Background: an optimization exercise with open tools, aiming at small area, a short achievable clock period and few clock cycles. Do not read the settings as production practice.
Function was not checked in any run shown here: the RTL went through the layout flow alone.
Power is estimated from default activity; no workload was simulated.

### flow/config.mk
export PLATFORM = sky130hd
export DESIGN_NAME = rle
export DESIGN_NICKNAME = rle
export VERILOG_FILES = /design/flow/design.v
export SDC_FILE = /design/flow/constraint.sdc
export NUM_CORES = 4
export LEC_CHECK = 0
export CAP_MARGIN = 20
export CORE_MARGIN = 2
export CORE_UTILIZATION = 40
export SLEW_MARGIN = 20
### flow/constraint.sdc
create_clock -name core_clock -period 6.0 [get_ports {clk}]
set_input_delay 1.2000 -clock core_clock [delete_from_list [all_inputs] [get_ports {clk}]]
set_output_delay 1.2000 -clock core_clock [all_outputs]
set_load 0.01 [all_outputs]
### flow/design.v
module rle (
	clk,
	nreset,
	start,
	message_addr,
	message_size,
	rle_addr,
	rle_size,
	done,
	port_A_data_in,
	port_A_data_out,
	port_A_addr,
	port_A_we
	);
input         clk;
input         nreset;
input         start;
input  [31:0] message_addr;
input  [31:0] message_size;
input  [31:0] rle_addr;
input  [31:0] port_A_data_out;
output [31:0] port_A_data_in;
output [15:0] port_A_addr;
output        port_A_we;
output [31:0] rle_size;
output        done;
reg        run;       
reg        done_r;
reg        we;        
reg [13:0] ra;        
reg [13:0] wa;        
reg [31:0] wdata;
reg        half;      
reg [14:0] ntok;      
reg [12:0] wl;        
reg        lastw;     
reg        first;     
reg [7:0]  prev;      
reg signed [8:0] rs;  
reg [3:0]  pm;        
reg        dvalid;    
reg        off;       
reg        hp;        
reg        fcyc;      
assign port_A_we      = we;
assign port_A_addr    = {(we ? wa : ra), 2'b00};
assign port_A_data_in = wdata;
assign rle_size       = {16'd0, ntok, 1'b0};
assign done           = done_r;
wire [7:0] b0 = port_A_data_out[7:0];
wire [7:0] b1 = port_A_data_out[15:8];
wire [7:0] b2 = port_A_data_out[23:16];
wire [7:0] b3 = port_A_data_out[31:24];
wire [1:0] lp = message_size[1:0];
wire [3:0] vm = !lastw ? 4'b1111 :
                (lp == 2'd1) ? 4'b0001 : (lp == 2'd2) ? 4'b0011 :
                (lp == 2'd3) ? 4'b0111 : 4'b1111;
wire [4:0] em = !lastw ? 5'b00000 :
                (lp == 2'd1) ? 5'b00010 : (lp == 2'd2) ? 5'b00100 :
                (lp == 2'd3) ? 5'b01000 : 5'b10000;
function [6:0] inc7;
	input [6:0] x;
	inc7 = x + 7'd1;
endfunction
wire [3:0] brk;
assign brk[0] = !first && (b0 != prev);
assign brk[1] = (b1 != b0);
assign brk[2] = (b2 != b1);
assign brk[3] = (b3 != b2);
wire [4:0] m = {em[4], pm & ((brk & vm) | em[3:0])};
wire [6:0] hi0 = rs[8:2];
wire [6:0] hi1 = inc7(rs[8:2]);
wire [7:0] c0 = rs[7:0];
wire [7:0] c1 = {(rs[1:0] == 2'd3) ? hi1[5:0] : hi0[5:0], rs[1:0] + 2'd1};
wire [7:0] c2 = {rs[1]             ? hi1[5:0] : hi0[5:0], rs[1:0] + 2'd2};
wire [7:0] c3 = {(rs[1:0] != 2'd0) ? hi1[5:0] : hi0[5:0], rs[1:0] + 2'd3};
wire [7:0] c4 = {hi1[5:0], rs[1:0]};
wire       capz = !rs[8] && (rs[7:2] == 6'b111111);    
wire [3:0] cm   = capz ? (4'b0001 << (~rs[1:0])) : 4'b0000;
wire [4:0] M   = m | {1'b0, cm};
wire [4:0] q1h = M & ~{M[3:0] | {M[2:0],1'b0} | {M[1:0],2'b0} | {M[0],3'b0}, 1'b0};
wire [4:0] M2  = m & ~q1h;
wire [4:0] q2h = M2 & ~{M2[3:0] | {M2[2:0],1'b0} | {M2[1:0],2'b0} | {M2[0],3'b0}, 1'b0};
wire n0  = (M == 5'd0);
wire le1 = (M2 == 5'd0);                  
wire n2  = !le1 && ((M2 & ~q2h) == 5'd0);
wire [7:0] len = ({8{q1h[0]}} & c0) | ({8{q1h[1]}} & c1) |
                 ({8{q1h[2]}} & c2) | ({8{q1h[3]}} & c3) |
                 ({8{q1h[4]}} & c4);
wire [7:0] val = ({8{q1h[0]}} & prev) | ({8{q1h[1]}} & b0) |
                 ({8{q1h[2]}} & b1)   | ({8{q1h[3]}} & b2) |
                 ({8{q1h[4]}} & b3);
wire [15:0] tok = {val, len};
wire act   = run && dvalid;
wire emit  = act && !n0;
wire flush = act && |(q1h & em);
wire fin   = act && !lastw && le1;
wire signed [8:0] rs_fin  = n0 ? {hi1[6:0], rs[1:0]} :
	{6'd0, ({3{q1h[0]}} & 3'd4) | ({3{q1h[1]}} & 3'd3) | ({3{q1h[2]}} & 3'd2) | ({3{q1h[3]}} & 3'd1)};
wire signed [8:0] rs_cont = ({9{q1h[1]}} & -9'sd1) | ({9{q1h[2]}} & -9'sd2) | ({9{q1h[3]}} & -9'sd3);
wire [3:0] pm_cont = {q2h[3] | q2h[2] | q2h[1], q2h[2] | q2h[1], q2h[1], 1'b0};
wire nextlast = (lp == 2'd0) ? (wl == 13'd2) : (wl == 13'd1);
wire [13:0] ra_inc, ra_dec;
genvar g;
generate for (g = 0; g < 14; g = g + 1) begin : incdec
	if (g == 0) begin : b
		assign ra_inc[g] = ~ra[g];
		assign ra_dec[g] = ~ra[g];
	end else begin : b
		assign ra_inc[g] = ra[g] ^ (&ra[g-1:0]);
		assign ra_dec[g] = ra[g] ^ ~(|ra[g-1:0]);
	end
end endgenerate
wire rd       = !we;
wire dvalid_n = rd ? (!dvalid || off == fin) : (dvalid && !fin);
wire pred_n   = fin ? (fcyc && !nextlast) :
                act ? (!lastw && n2) : (hp && !lastw);
wire off_n    = dvalid_n && pred_n;
always @(posedge clk) begin
	if (!nreset) begin
		run    <= 1'b0;
		done_r <= 1'b0;
		we     <= 1'b0;
	end else if (start) begin
		run    <= 1'b1;
		done_r <= 1'b0;
		we     <= 1'b0;
		ra     <= message_addr[15:2];
		wa     <= rle_addr[15:2];
		half   <= 1'b0;
		ntok   <= 15'd0;
		wl     <= message_size[14:2];
		lastw  <= (message_size[1:0] == 2'd0) ? (message_size[14:2] == 13'd1)
		                                      : (message_size[14:2] == 13'd0);
		first  <= 1'b1;
		rs     <= 9'sd0;
		pm     <= 4'b1111;
		dvalid <= 1'b0;
		off    <= 1'b0;
		hp     <= 1'b1;
		fcyc   <= 1'b1;
	end else begin
		if (we)
			wa <= wa + 14'd1;
		we <= 1'b0;
		if (run) begin
			dvalid <= dvalid_n;
			off    <= off_n;
			case ({fin, off_n, off})
				3'b001:                 ra <= ra_dec;
				3'b010, 3'b100, 3'b111: ra <= ra_inc;
				default: ;
			endcase
			if (emit) begin
				ntok <= ntok + 15'd1;
				if (half) begin
					wdata[31:16] <= tok;
					we <= 1'b1;
				end else
					wdata[15:0] <= tok;
				half <= !half;
			end
			if (flush) begin
				we     <= 1'b1;
				run    <= 1'b0;
				done_r <= 1'b1;
			end
			if (act) begin
				if (fin) begin
					rs    <= rs_fin;
					pm    <= 4'b1111;
					prev  <= b3;
					first <= 1'b0;
					wl    <= wl - 13'd1;
					lastw <= nextlast;
					hp    <= fcyc;
				end else begin
					rs    <= rs_cont;
					pm    <= pm_cont;
				end
				fcyc <= fin;
			end
		end
	end
end
endmodule
### flow/run.sh
#!/bin/bash
# synth_recipe.tcl (not shown) runs the flow's synth.tcl, then flattens the netlist and writes it again
# the make line also repeats each setting of config.mk as NAME=value (left out here)
make -C /OpenROAD-flow-scripts/flow DESIGN_CONFIG=/design/flow/config.mk WORK_HOME=/design/flow/orfs CLKGATE_MAP_FILE= SYNTH_SCRIPT=/design/flow/synth_recipe.tcl finish
==> summary.txt, run 1 <==
Status
  – Run status: no timing/DRC/antenna violations

CTS
  – Htree depth: 4
  – Worst-skew pair later-pin latency: between 400 and 500 ps
  – CTS max path bufs: 2
  – Clock Sinks: around 120
  – CTS tree: done
  – Hold_buf cts: 0
  – Clock root buffer: clkbuf_16
  – Post-cts gate resize count: 0
  – Total CTS buffers: 17
  – Post-CTS Setup Bufs: 0
  – Clock transition at path regs: ~60 ps

Floorplan
  – Core area: 0.01802 mm²
  – Initial cell density of the core: 0.4103
  – Row cnt: 49
  – Die area: 0.01959 mm²
  – Die width: approximately 140 µm
  – # IOs: 213
  – Die span in y: 140.0 µm

Logic synthesis
  – Synth area leaders: edfxtp_1 47%, nand2_1 5.4%, xor2_1 4.5%
  – Synth Cell Area: 0.007396 mm²
  – Syn Area/Cell: 9.706 µm²
  – EDFF count, synth: 115
  – Top cell type by total area after synthesis: edfxtp_1
  – Synth async-reset ratio: 0
  – Yosys warnings: 1
  – Register area share after synthesis: 0.4750
  – Synth top cells by count: 115 x edfxtp_1, 106 x nand2_1, 63 x o21ai_0
  – Synthesized netlist cell count: roughly 760
  – Synth top area share: 0.4669
  – Count of different cell masters after synthesis: 67
  – #FFs+latches synth: 118
  – Primary FF master, synth: edfxtp_1
  – Most frequent cell after synthesis: edfxtp_1

Power
  – Leak pwr: 0.003317 µW
  – Peak VDD IR: 0.1993 mV
  – PD cells: 245.8 mW/mm²

Critical path
  – CP Capture Type: register
  – CP bufs+invs: 2
  – CP Cell Sequence: clkdlybuf4s50_1, xor2_1, nor4_1, a21oi_1, a21o_1, a31oi_1, o31ai_2, o31ai_1, buf_4, or3_1, o2111ai_1
  – Worst path max stage delay: 620 ps
  – Largest fanout on the critical path: 18
  – Delay-heaviest family, CP: compound AO/OA/AOI/OAI gates
  – CP required: 6260 ps
  – Setup CP Type: primary input to register
  – CP arrival: 4880 ps
  – Slowest library cell on the worst path: o31ai_2
  – Startpoint types: primary input

Layout
  – Nets: 1036
  – Area Growth Syn to Fin: 28.69%
  – Antenna fix cells: 0
  – Fillers: 1595
  – Layout cells sized above 1: 0.07752

Global routing
  – Initial antenna violation count: 0
  – Vias in the first global route: between 6000 and 7000
  – Gr usage total: 0.1938
  – First-pass GRT wire length: 30590 µm
  – Largest net degree at the start of global routing: 101
  – GRT overflow: 0

STA
  – Final Hold Vio Count: 0
  – Tcrit/Tclk final: 0.7699
  – Total negative slack: 0 ps
  – F_max: 0.2165 GHz
  – Hold Slack: about 450 ps
  – Final setup violation count: 0
  – Setup Skew: 9.462 ps
  – Slew @ Worst Pin: 1037 ps
  – Min Tclk post-route: 4620 ps
  – Slew headroom: 0.3083
  – Unrepaired setup endpoints after global routing: false
  – Pins over their slew limit: 0

Hold path
  – Worst Hold Class: register to register

Place
  – I/O Buffers: 140
  – GPL Wtd Cong: roughly 0.84
  – Final HPWL DP: 13500 µm

Route
  – DR vias/cell: 5.491
  – DRC errors left: 0
  – ANT nets after route: 0
  – Initial DRC Count: 448
  – Routed wire length: around 19000 µm
  – Vias: 6216
  – Pre-antenna DRT Iters: 5
  – Drt wl/cell: 16.88 µm

Flow run
  – Max-Cap Viols: 0
path summary, 6_finish.rpt:
kind / startpoint / endpoint / slack, ps / cells past startpoint
worst max-delay path: port_A_data_out[1] / ra[3] / 1380 / 11
worst min-delay path: done_r / done_r / 450 / 2
worst max register to register: rs[2] / ra[3] / 1940 / 10
worst min register to register: done_r / done_r / 450 / 2
layout make-up:
class | count | area (µm²) | share of cell area
clock inverters | 15 | 162.7 | 0.01709
flip-flops and latches | 118 | 3513 | 0.3691
clock buffers | 17 | 425.4 | 0.04470
inverters | 18 | 67.56 | 0.007099
well taps | 229 | 286.5 | 0.03010
multi-input cells | 586 | 3596 | 0.3778
repair buffers | 149 | 1466 | 0.1541
kinds of logic (layout without fill, tap and decap cells):
logic type      count (synthesis)  count (layout)  synth area share
buf+inv                        76             199           0.05025
xor+xnor                       69              69           0.08171
fa+ha+maj                      15              15           0.02538
simple gates                  310             310            0.2044
flops                         118             118            0.4750
compound gates                155             155            0.1357
mux                            18              18           0.02707
other cells                     1              19         0.0005070
metrics by stage:
step,total power [µW],util,instance area (µm²),setup WS [ps],std cells
floorplan,1188,-,7463,1924,780
global placement,1317,0.4954,8930,1160,1100
global route,2432,0.5280,9518,1169,1132
detailed placement,1326,0.4954,8930,1108,1100
CTS,2355,0.5280,9518,1528,1132
finish,2340,0.5280,9518,1380,1132
routing by layer:
metal,GRT usage,part of all wire
met1,0.2585,0.45
met2,0.3173,0.48
met3,0.03624,0.051
met4,0.06947,0.015
met5,0,0
report_power, final:
group / switching (µW) / internal (µW) / total, µW
registers: 40.1 / 954 / 994
clock network: 381 / 645 / 1030
logic: 168 / 151 / 319
total: 590 / 1750 / 2340
tightest hold or removal path: stages (launching register included):
cell and delay (ps):
dfxtp_1 310, inv_1 50, a21oi_1 50
registers in the layout (all words and copies together), names as in the netlist:
register  flops
fcyc          1
done_r        1
wdata        32
wa           14
rs            9
wl           13
off           1
we            1
hp            1
first         1
ra           14
dvalid        1
pm            3
lastw         1
ntok         15
prev          8
run           1
half          1
placed cells by master (no fill, tap or decap), types with 18 or more instances in the layout:
| cell | count |
|---|---|
| a21oi_1 | 34 |
| inv_1 | 18 |
| clkdlybuf4s50_1 | 139 |
| nor3_1 | 24 |
| o21ai_0 | 63 |
| xor2_1 | 38 |
| edfxtp_1 | 115 |
| conb_1 | 19 |
| nand3_1 | 42 |
| xnor2_1 | 31 |
| nor2_1 | 51 |
| nand2_1 | 106 |
==> run 2: changes to the inputs <==
--- a/flow/config.mk
+++ b/flow/config.mk
@@ -8,4 +8,5 @@
 export CAP_MARGIN = 20
 export CORE_MARGIN = 2
 export CORE_UTILIZATION = 40
+export SETUP_SLACK_MARGIN = 3.0
 export SLEW_MARGIN = 20
==> summary.txt, run 2 <==
Power
  – Peak VDD IR: 0.2074 mV (+4.1%)
  – Leak pwr: 0.004219 µW (+27%)
  – Total power draw: 2536 µW (+8.4%)
  – PD cells: 221.6 mW/mm² (-9.9%)

Critical path
  – CP required: 6180 ps (-80 ps)
  – Largest fanout on the critical path: 7 (-11)
  – Startpoint types: primary input
  – CP arrival: 3650 ps (-1230 ps)
  – CP Capture Type: register
  – Setup CP Type: primary input to register

Place
  – Worst slack at placement: 933.6 ps (-174.3 ps)
  – Placed Area: 0.009054 mm² (+1.4%)
  – GPL Wtd Cong: 0.8357 (-0.63%)
  – I/O Buffers: 140 (unchanged)
  – Final HPWL DP: 13420 µm (-0.60%)

Global routing
  – GRT overflow: 0 (unchanged)
  – Initial antenna violation count: 0 (unchanged)
  – Top Usage Layer GRT: met2
  – Routing usage on met1: 0.2744 (+0.01596)
  – Vias in the first global route: 6706 (+12%)
  – Met2 Use GR: 0.3617 (+0.04442)
  – Gr usage total: 0.2138 (+0.01993)
  – Largest net degree at the start of global routing: 80 (-21%)
  – First-pass GRT wire length: 33870 µm (+11%)
  – GRT met3 Usage: 0.04547 (+0.009231)

Layout
  – Largest Register: wdata
  – Final Cell Area: 0.01144 mm² (+20%)
  – Commonest cells after routing, fill and taps aside: 115 x edfxtp_1, 102 x clkdlybuf4s50_1, 94 x nand2_1
  – Nets: 1131 (+9.2%)
  – Layout cells sized above 1: 0.3307 (+0.2531)
  – Antenna fix cells: 0 (unchanged)
  – Fillers: 1381 (-13%)
  – Largest registers: wdata (32), ntok (15)
  – Most common cell after layout, fill and taps aside: edfxtp_1
  – Area Growth Syn to Fin: 54.75%
  – Largest register FFs: 32 (unchanged)

Logic synthesis
  – Synth Cell Area: 0.007396 mm² (unchanged)
  – Synthesized netlist cell count: 762 (unchanged)
  – Synth async-reset ratio: 0 (unchanged)
  – #FFs+latches synth: 118 (unchanged)
  – Synth top area share: 0.4669 (unchanged)
  – Proportion of synthesized area in mux cells: 0.02707 (unchanged)
  – Register area share after synthesis: 0.4750 (unchanged)
  – XOR/XNOR Fraction of Synth Area: 0.08171 (unchanged)
  – Largest family of logic cells by synthesized area: simple AND/OR/NAND/NOR gates
  – Top cell type by total area after synthesis: edfxtp_1
  – Yosys warnings: 1 (unchanged)
  – Synth area leaders: edfxtp_1 47%, nand2_1 5.4%, xor2_1 4.5%
  – Post-synthesis simple-gate area fraction: 0.2044 (unchanged)
  – Count of different cell masters after synthesis: 67 (unchanged)
  – Primary FF master, synth: edfxtp_1
  – Synth top cells by count: 115 x edfxtp_1, 106 x nand2_1, 63 x o21ai_0
  – Compound-Gate Fraction of Synth Area: 0.1357 (unchanged)
  – Syn Area/Cell: 9.706 µm² (unchanged)
  – Synth Area in Adders: 0.02538 (unchanged)
  – Most frequent cell after synthesis: edfxtp_1
  – EDFF count, synth: 115 (unchanged)

CTS
  – CTS tree: done
  – Worst-skew pair later-pin latency: 420 ps (about the same)
  – Clock Sinks: 118 (unchanged)
  – Clock root buffer: clkbuf_16
  – Hold_buf cts: 0 (unchanged)
  – CTS max path bufs: 2 (unchanged)
  – Clock transition at path regs: 60 ps (about the same)
  – Htree depth: 4 (unchanged)
  – Total CTS buffers: 17 (unchanged)

STA
  – Min Tclk post-route: 3467 ps (-1152 ps)
  – Final setup violation count: 0 (unchanged)
  – Final Hold Vio Count: 0 (unchanged)
  – PnR worst setup slack: 2533 ps (+1152 ps)
  – Pins over their slew limit: 0 (unchanged)
  – Total negative slack: 0 ps (unchanged)
  – F_max: 0.2884 GHz (+33%)
  – Hold Slack: 497.1 ps (+42.98 ps)
  – Slew @ Worst Pin: 1041 ps (+3.568 ps)
  – Setup Skew: 9.740 ps (+0.2781 ps)
  – Slew headroom: 0.2986 (-0.009714)
  – Unrepaired setup endpoints after global routing: true
  – Tcrit/Tclk final: 0.5779 (-0.1920)

Route
  – DR vias/cell: 5.553 (+1.1%)
  – Vias: 6814 (+9.6%)
  – Initial DRC Count: 606 (+35%)
  – ANT nets after route: 0 (unchanged)
  – DRC errors left: 0 (unchanged)
  – Pre-antenna DRT Iters: 5 (unchanged)
  – Drt wl/cell: 18.30 µm (+8.4%)
  – Routed wire length: 22450 µm (+18%)

Floorplan
  – Die span in y: 140.0 µm (unchanged)
  – Core area: 0.01802 mm² (unchanged)
  – # IOs: 213 (unchanged)
  – Die area: 0.01959 mm² (unchanged)
  – Row cnt: 49 (unchanged)
  – Die width: 140.0 µm (unchanged)
  – Initial cell density of the core: 0.4103 (unchanged)

Flow run
  – Max-Cap Viols: 0 (unchanged)

Hold path
  – Worst Hold Class: register to register

Status
  – Run status: no timing/DRC/antenna violations
==> run 2: cell types whose count changed in the layout (fill, tap and decap cells not counted), moves of 16 or more <==
| cell | change |
|---|---|
| o21ai_0 | -19 |
| buf_6 | +33 |
| clkdlybuf4s50_1 | -37 |
| a21oi_1 | -16 |
| buf_4 | +59 |
==> run 2: final timing paths <==
check | slack (ps) | start | end | cells past startpoint
setup reg to reg | 2620 | rs[2] | ra[13] | 12
hold / removal | 500 | done_r | done_r | 2
hold reg to reg | 500 | done_r | done_r | 2
setup / recovery | 2530 | port_A_data_out[20] | ra[13] | 13
==> run 2: worst max-delay path, cell delays in order <==
cell	delay (ps)
buf_2	150
xnor2_1	180
nand4_1	200
o211a_1	280
or2_4	280
buf_4	140
a2bb2oi_2	170
o21ai_4	280
nor3_2	90
nor3_2	260
a21oi_4	110
buf_12	170
buf_16	130
==> run 2: where the power goes <==
group	switching [µW]	internal [µW]
Clock	380	690
Sequential	40.2	954
Combinational	236	237
==> run 2: cells by family (layout without fill, tap and decap cells) <==
family | after synthesis | after routing
DFF | 118 | 118
AOI/OAI and AO/OA | 155 | 155
buffers and inverters | 76 | 292
muxes | 18 | 18
other | 1 | 19
xor gates and xnor gates | 69 | 69
adders and majority gates | 15 | 15
and+or+nand+nor | 310 | 312
==> run 2: layer usage <==
layer | vias to the layer above | part of all wire | routed length (µm)
li1 | 3205 | - | -
met4 | 0 | 0.022 | 497
met5 | - | 0 | 0
met3 | 38 | 0.060 | 1342
met2 | 293 | 0.50 | 11290
met1 | 3278 | 0.42 | 9323
==> run 2: metrics by stage <==
step / instances / utilization
4_1_cts: 1198 / 0.5959
6_report: 1227 / 0.6349
3_3_place_gp: 1095 / 0.5023
5_1_grt: 1227 / 0.6349
3_5_place_dp: 1095 / 0.5023
2_1_floorplan: 780 / -
==> run 2: layout make-up <==
class	count	area, µm²	share of cell area
Inverter	18	73.82	0.006450
Multi-Input combinational cell	588	4562	0.3986
Tap cell	229	286.5	0.02504
Clock inverter	14	183.9	0.01607
Timing Repair Buffer	242	2392	0.2090
Sequential cell	118	3517	0.3073
Clock buffer	18	429.2	0.03750
==> run 2: what timing repair did <==
action                                 in CTS  in global routing
pin swaps                                  70                 50
endpoints found under the hold margin       0                  0
setup endpoints to repair                 166                167
cloned                                      2                  2
resized for setup                         261                107
buffers inserted                           69                 27
==> run 3: changes to the inputs <==
--- a/flow/config.mk
+++ b/flow/config.mk
@@ -8,5 +8,5 @@
 export CAP_MARGIN = 20
 export CORE_MARGIN = 2
 export CORE_UTILIZATION = 40
-export SETUP_SLACK_MARGIN = 3.0
+export SETUP_SLACK_MARGIN = 3.6
 export SLEW_MARGIN = 20
==> summary.txt, run 3 <==
STA
  – Slew headroom: 0.4392 (+0.1406)
  – Slew @ Worst Pin: 832.3 ps (-208.7 ps)
  – Unrepaired setup endpoints after global routing: true
  – F_max: 0.2868 GHz (-0.54%)
  – Tcrit/Tclk final: 0.5810 (+0.003130)
  – Final Hold Vio Count: 0 (unchanged)
  – Setup Skew: 10.47 ps (+0.7335 ps)
  – Final setup violation count: 0 (unchanged)
  – Min Tclk post-route: 3486 ps (+18.78 ps)
  – Total negative slack: 0 ps (unchanged)
  – PnR worst setup slack: 2514 ps (-18.78 ps)
  – Pins over their slew limit: 0 (unchanged)

CTS
  – CTS tree: done
  – Worst-skew pair later-pin latency: 420 ps (about the same)
  – Htree depth: 4 (unchanged)
  – Total CTS buffers: 17 (unchanged)
  – Clock Sinks: 118 (unchanged)
  – Clock root buffer: clkbuf_16
  – CTS max path bufs: 2 (unchanged)
  – Clock transition at path regs: 60 ps (about the same)
  – Hold_buf cts: 0 (unchanged)

Global routing
  – Largest net degree at the start of global routing: 105 (+31%)
  – Routing usage on met1: 0.2994 (+0.02495)
  – GRT met3 Usage: 0.04718 (+0.001709)
  – Vias in the first global route: 6778 (+1.1%)
  – Gr usage total: 0.2264 (+0.01262)
  – Top Usage Layer GRT: met2
  – GRT overflow: 0 (unchanged)
  – Initial antenna violation count: 0 (unchanged)
  – Met2 Use GR: 0.3697 (+0.007959)
  – First-pass GRT wire length: 35520 µm (+4.9%)

Logic synthesis
  – Synth Area in Adders: 0.02538 (unchanged)
  – Largest family of logic cells by synthesized area: simple AND/OR/NAND/NOR gates
  – Compound-Gate Fraction of Synth Area: 0.1357 (unchanged)
  – Proportion of synthesized area in mux cells: 0.02707 (unchanged)
  – Most frequent cell after synthesis: edfxtp_1
  – Yosys warnings: 1 (unchanged)
  – Synth async-reset ratio: 0 (unchanged)
  – EDFF count, synth: 115 (unchanged)
  – Primary FF master, synth: edfxtp_1
  – Synthesized netlist cell count: 762 (unchanged)
  – Synth top cells by count: 115 x edfxtp_1, 106 x nand2_1, 63 x o21ai_0
  – XOR/XNOR Fraction of Synth Area: 0.08171 (unchanged)
  – Synth area leaders: edfxtp_1 47%, nand2_1 5.4%, xor2_1 4.5%
  – Count of different cell masters after synthesis: 67 (unchanged)
  – #FFs+latches synth: 118 (unchanged)
  – Synth Cell Area: 0.007396 mm² (unchanged)
  – Top cell type by total area after synthesis: edfxtp_1
  – Register area share after synthesis: 0.4750 (unchanged)
  – Post-synthesis simple-gate area fraction: 0.2044 (unchanged)
  – Syn Area/Cell: 9.706 µm² (unchanged)
  – Synth top area share: 0.4669 (unchanged)

Route
  – DRC errors left: 0 (unchanged)
  – Vias: 6984 (+2.5%)
  – Drt wl/cell: 18.51 µm (+1.1%)
  – Initial DRC Count: 531 (-12%)
  – Routed wire length: 23130 µm (+3.0%)
  – ANT nets after route: 0 (unchanged)
  – DR vias/cell: 5.587 (+0.61%)
  – Pre-antenna DRT Iters: 6 (+1)

Power
  – Switching fraction of total power: 0.2712 (+0.01265)
  – Clk pwr share: 0.424 (+0.002)
  – Peak VDD IR: 0.2072 mV (-0.10%)
  – Internal cell power: 1853 µW (-1.4%)
  – Comb power frac: 0.186 (about the same)
  – P_sw: 689.7 µW (+5.2%)
  – Total power draw: 2543 µW (+0.26%)
  – PD cells: 219.5 mW/mm² (-0.95%)
  – Flop pwr share: 0.390 (-0.002)
  – Leak pwr: 0.004408 µW (+4.5%)

Place
  – Final HPWL DP: 13440 µm (about the same)
  – I/O Buffers: 140 (unchanged)
  – GPL Wtd Cong: 0.8414 (+0.68%)
  – Worst slack at placement: 986.4 ps (+52.76 ps)

Layout
  – Largest registers: wdata (32), ntok (15)
  – Layout cells sized above 1: 0.3389 (+0.008222)
  – Nets: 1154 (+2.0%)
  – Area Growth Syn to Fin: 56.64%
  – Most common cell after layout, fill and taps aside: edfxtp_1
  – Largest register FFs: 32 (unchanged)
  – Commonest cells after routing, fill and taps aside: 115 x edfxtp_1, 101 x nand2_1, 82 x buf_4
  – Largest Register: wdata
  – Fin util: 0.6427 (+0.007774)
  – Antenna fix cells: 0 (unchanged)

Critical path
  – Worst r2r src: ra[0]
  – R2R cell count: 9 (-3)
  – Startpoint types: primary input
  – CP Capture Type: register
  – CP required: 6140 ps (-40 ps)
  – CP arrival: 3620 ps (-30 ps)
  – Setup CP Type: primary input to register
  – CP Cell Sequence: buf_12, xnor2_2, nand4_1, o31a_1, or3_4, o32ai_4, buf_6, o21ai_4, a21oi_2, nor3_2, a21oi_4, buf_6, buf_12
  – Reg-to-reg endpoint: ra[13]
  – Worst path max stage delay: 470 ps (+190 ps)
  – CP bufs+invs: 4 (unchanged)
  – R2R setup slack: 2780 ps (+160 ps)
  – Slowest library cell on the worst path: or3_4
  – Largest fanout on the critical path: 7 (unchanged)
  – Start point of the critical path: port_A_data_out[5]
  – Delay-heaviest family, CP: compound AO/OA/AOI/OAI gates

Status
  – Run status: no timing/DRC/antenna violations

Floorplan
  – Core area: 0.01802 mm² (unchanged)
  – Die span in y: 140.0 µm (unchanged)
  – Row cnt: 49 (unchanged)
  – Initial cell density of the core: 0.4103 (unchanged)
  – # IOs: 213 (unchanged)
  – Die area: 0.01959 mm² (unchanged)
  – Die width: 140.0 µm (unchanged)

Hold path
  – Hold Path End: done_r
  – Hold Path Cell Cnt: 2 (unchanged)
  – Worst Hold Class: register to register
  – Hold path start: done_r

Flow run
  – Max-Cap Viols: 0 (unchanged)
## run 3: cell counts after synthesis
No cell type changed its count.
## run 3: power by group through the flow
stage                     Clock, µW  Sequential [µW]  Combinational (µW)
after detailed placement          0             1010                 326
after CTS                      1080              991                 420
after global routing           1130              997                 506
after floorplan                   0              996                 205
after global placement            0             1010                 319
final                          1080              993                 473
## run 3: worst reg2reg max path, cell delays in order (launching register included)
cell and delay, ps:
edfxtp_1 440, or4_4 590, or3_4 360, or2_4 260
or3_4 370, or3_4 370, nor2_4 110, o311ai_4 120
mux2i_1 190, o2111ai_1 130
## run 3: worst max-delay path by stage
stage | end | slack (ps) | depth (start not counted)
final | ra[8] | 2510 | 13
after global routing | ra[11] | 2450 | 13
after CTS | ra[3] | 2680 | 13
after detailed placement | ra[7] | 990 | 9
after global placement | ra[6] | 1080 | 9
after floorplan | first | 2530 | 10
## run 3: repair_timing
| action | CTS | global route |
|---|---|---|
| hold endpoints to repair | 0 | 0 |
| resized for setup | 376 | 96 |
| pin swaps | 76 | 52 |
| cloned | 5 | 1 |
| buffers inserted | 73 | 42 |
| endpoints found under the setup margin | 237 | 213 |
## run 3: through the flow
step	instances	instance area, µm²	hold WS, ps
after floorplan	780	7652	469.6
after global placement	1097	9059	452.9
after detailed placement	1097	9059	455.0
after CTS	1207	10910	465.0
after global routing	1250	11580	514.7
final	1250	11580	475.8
## run 3: cell type report
class	count	area [µm²]
fillers	1375	6440
multi-input cells	589	4517
flip-flops and latches	118	3517
repair buffers	264	2564
clock buffers	17	425.4
well taps	229	286.5
clock inverters	15	192.7
inverters	18	82.58
## run 3: per-layer routing
layer / routed length, µm / part of all wire
met4: 603 / 0.026
met1: 9650 / 0.42
met3: 1424 / 0.062
met2: 11460 / 0.50
met5: 0 / 0
## run 3: cells by family after synthesis
family / after synthesis
other: 1
DFF: 118
muxes: 18
xor gates and xnor gates: 69
buffers and inverters: 76
adders and majority gates: 15
and+or+nand+nor: 310
AOI/OAI and AO/OA: 155

==> re-timing with driven ports <==
No port has a modelled driver above. Below, the same layouts with a new extraction and two added sets of constraints. Step 1, drivers: a clkbuf_16 drives clk and a buf_2 each remaining input, both assumed. Step 2 moves the port delays by t, midway between the first and last clock arrival at a register: inputs arrive t later, outputs are due t later. That takes back most of the time a late clock gives input paths. Slacks: no drivers / after step 1 / after step 2; pairs: no drivers / after step 1.
run | t, ns | setup WS [ns] | worst slew at a driven data input, ns
run 1 | 0.456 | 1.380 / 1.394 / 0.938 | 0.04
run 2 | 0.453 | 2.533 / 2.541 / 2.088 | 0.06
run 3 | 0.464 | 2.514 / 2.507 / 2.044 | 0.07
After both steps every run listed still meets setup and hold. The setup slack of run 3, which loses most, moves by -0.007 ns with the drivers and by -0.470 ns with both steps.
